This is an optimization exercise on Yosys and OpenROAD, whose aim is small area, a short achievable clock period and few clock cycles, not a production implementation. At most, simulation tests tie the RTL to the original design; equivalence was not proved.

Setup of old:
## draw_subsystem
module draw_subsystem(
    input               clk,
    input               rst_,
    input  [51:0]       line_op,
    input               line_rts,
    output              line_rtr,
    input  [41:0]       circle_op,
    input               circle_rts,
    output              circle_rtr,
    output [16:0]       mem_addr,
    output [3:0]        mem_wben,
    output [31:0]       mem_wdata,
    input  [31:0]       mem_rdata,
    output              idle
    );
For scale: roughly 190 I/O pins, roughly 20,000 um2 of cells after synthesis.
export LEC_CHECK = 0
export CAP_MARGIN = 20
export CORE_MARGIN = 2
export CORE_UTILIZATION = 40
export CTS_CLUSTER_DIAMETER = 100
export CTS_CLUSTER_SIZE = 20
export SLEW_MARGIN = 20
export TNS_END_PERCENT = 10
create_clock -name core_clock -period 10.0 [get_ports {clk}]
standard.sh (not shown) runs the stock make flow with config.mk's settings and CLKGATE_MAP_FILE= SYNTH_SCRIPT=/design/flow/synth_recipe.tcl, a recipe that flattens the netlist after the stock synthesis.
==> flow/flow/run.sh <==
#!/bin/bash
# The standard layout (standard.sh) with two repair settings changed:
#  - the port buffers are sky130_fd_sc_hd__buf_1 (buffer_ports picks
#    clkdlybuf4s50_1 by default, a slow delay cell);
set -euo pipefail
sed "s|CLKGATE_MAP_FILE= |CLKGATE_MAP_FILE= SETUP_SLACK_MARGIN=7 'BUFFER_PORTS_ARGS=-buffer_cell sky130_fd_sc_hd__buf_1' |" standard.sh > standard_tuned.sh
bash standard_tuned.sh > flow.log 2>&1
Testbench counts of old, summed over its fixed seeds: cycles 95,149.
Here is what was changed in the inputs of new compared with old.
--- a/flow/design.v
+++ b/flow/design.v
@@ -32,13 +32,15 @@
     reg [7:0]  gmask;
     wire drawing = !rdy && !fin && (state == S_DRAW);
     wire last    = (cnt == 8'd0);
     wire [7:0] pbit = 8'd1 << x1[2:0];
     wire load_new = !gval || (gclosed && v_take);
     wire pix_ok  = drawing && (load_new || (gval && !gclosed && !newgrp));
-    wire [16:0] paddr = {1'b0, y1, 8'b0} - {5'b0, y1, 4'b0} + {9'b0, x1[9:3], 1'b0} + {10'b0, x1[9:3]};
+    wire [7:0]  p3x   = {x1[9:3], 1'b0} + {1'b0, x1[9:3]};
+    wire [12:0] p15y  = {1'b0, y1, 4'b0} - {5'b0, y1};
+    wire [16:0] paddr = {p15y + {9'b0, p3x[7:4]}, p3x[3:0]};
     assign v_valid = gval && gclosed;
     assign v_addr  = gaddr;
     assign v_mask  = gmask;
     assign v_col   = col;        
     assign busy    = !rdy || gval;
     wire [10:0] ddx = {1'b0, x2} - {1'b0, x1};    
@@ -183,18 +185,21 @@
     assign in_rtr = !nrdy_o;
     reg        gval, gclosed;
     reg [16:0] gaddr;
     reg [7:0]  gmask;
     wire draw_px = !rdy && !fin && drawing && !skip;
     wire [6:0] cyp1 = cy + 7'd1;
+    wire [6:0] cxm1 = cx - 7'd1;
     wire lastpx  = (cx == cy) || (swap && cx == cyp1);
     wire last    = lastpx && (oct == 3'd7);
     wire [7:0] pbit = 8'd1 << px[2:0];
     wire load_new = !gval || (gclosed && v_take);
     wire pix_ok  = draw_px && (load_new || (gval && !gclosed && !newgrp));
-    wire [16:0] paddr = {py, 8'b0} - {4'b0, py, 4'b0} + {9'b0, px[9:3], 1'b0} + {10'b0, px[9:3]};
+    wire [7:0]  p3x   = {px[9:3], 1'b0} + {1'b0, px[9:3]};
+    wire [12:0] p15y  = {py, 4'b0} - {4'b0, py};
+    wire [16:0] paddr = {p15y + {9'b0, p3x[7:4]}, p3x[3:0]};
     assign v_valid = gval && gclosed;
     assign v_addr  = gaddr;
     assign v_mask  = gmask;
     assign v_col   = col;        
     assign busy    = !rdy || gval;
     wire       swap = oct[0];
@@ -250,19 +255,15 @@
             px <= sx0;
             py <= sy0;
             newgrp <= 1'b1;
             skip   <= !swap && syn;
         end else if ((pix_ok || skip) && !lastpx) begin
             skip <= 1'b0;
-            if (xdec) begin
-                cx <= cx - 7'd1;
-                t  <= t + 9'd2 - {1'b0, cx, 1'b0};
-            end else begin
-                cy <= cyp1;
-                t  <= t + {1'b0, cy, 1'b0} + 9'd3;
-            end
+            t <= t + {xdec ? ~{1'b0, cxm1} : {1'b0, cyp1}, 1'b1} + {8'b0, xdec};
+            if (xdec) cx <= cxm1;
+            else      cy <= cyp1;
             if (mv_x) px <= mv_dn ? px - 10'd1 : px + 10'd1;
             else      py <= mv_dn ? py - 9'd1 : py + 9'd1;
             newgrp <= skip || !mv_x || (mv_dn ? (px[2:0] == 3'd0) : (px[2:0] == 3'd7));
         end
     end
     always @(posedge clk or negedge rst_) begin
@@ -374,18 +375,13 @@
             vcol  <= scol;
         end
         if (take)
             mem_addr <= sB;
         else
             mem_addr <= (ph == 3'd2) ? mem_addr - 17'd2 : mem_addr + 17'd1;
-        if (take)
-            mem_wdata <= {8{scol[11:8]}};
-        else if (vrd)
-            mem_wdata <= merge(mem_rdata, vmask, wnib);
-        else
-            mem_wdata <= {8{wnib}};
+        mem_wdata <= merge(mem_rdata, take ? smask : vmask, take ? scol[11:8] : wnib);
     end
 endmodule
 `timescale 1ns / 1ps
 module draw_subsystem(
     input               clk,
     input               rst_,
### Flow results
Post-route fraction of the period consumed by the critical path for new: 1.9 points up relative to old
Total length of routed wires is higher on old
Signed area change from the synthesized netlist to the final layout essentially unchanged between new and old.
Compared old against new; worst-skew pair later-pin latency within noise.
Between old and new, the difference in utilization after layout is negligible.
Capturing instance or port of the critical path = cd.gaddr[16]: new; capturing instance or port of the critical path = idle: old
Cmp old and new / worst hold slack across all endpoints / lower: old
Compound-gate portion of the synthesized area in new is 0.80 points above old.
old was larger in final cell area than new.
For new, only the layout was checked, not whether the RTL still works.

[separate check: timing with driven ports]
Ports are ideal in the flow. The routed layouts listed here were re-timed in OpenROAD. Step 1 (the two cells are an assumption about what drives the block):
set clk [get_ports {clk}]
set_driving_cell -lib_cell sky130_fd_sc_hd__clkbuf_16 $clk
set_driving_cell -lib_cell sky130_fd_sc_hd__buf_2 [delete_from_list [all_inputs] $clk]
Step 2 adds t to the input delays and takes it off the output delays; t is the mean of the earliest and latest rising clock arrival at the registers after step 1. Input paths then give back, and output paths get back, about the clock's delay inside the block. Slacks: no drivers / after step 1 / after step 2; pairs: no drivers / after step 1.
run | t, ns | setup WS [ns] | worst setup path at the end | latest minus earliest clock arrival (ns)
old | 0.612 | 6.825 / 6.760 / 6.503 | input to register | 0.058 / 0.058
new | 0.593 | 6.638 / 6.629 / 6.332 | input to register | 0.048 / 0.048
After both steps setup and hold are still met in every run listed. The setup slack of old, which loses most, moves by -0.065 ns with the drivers and by -0.322 ns with both steps.
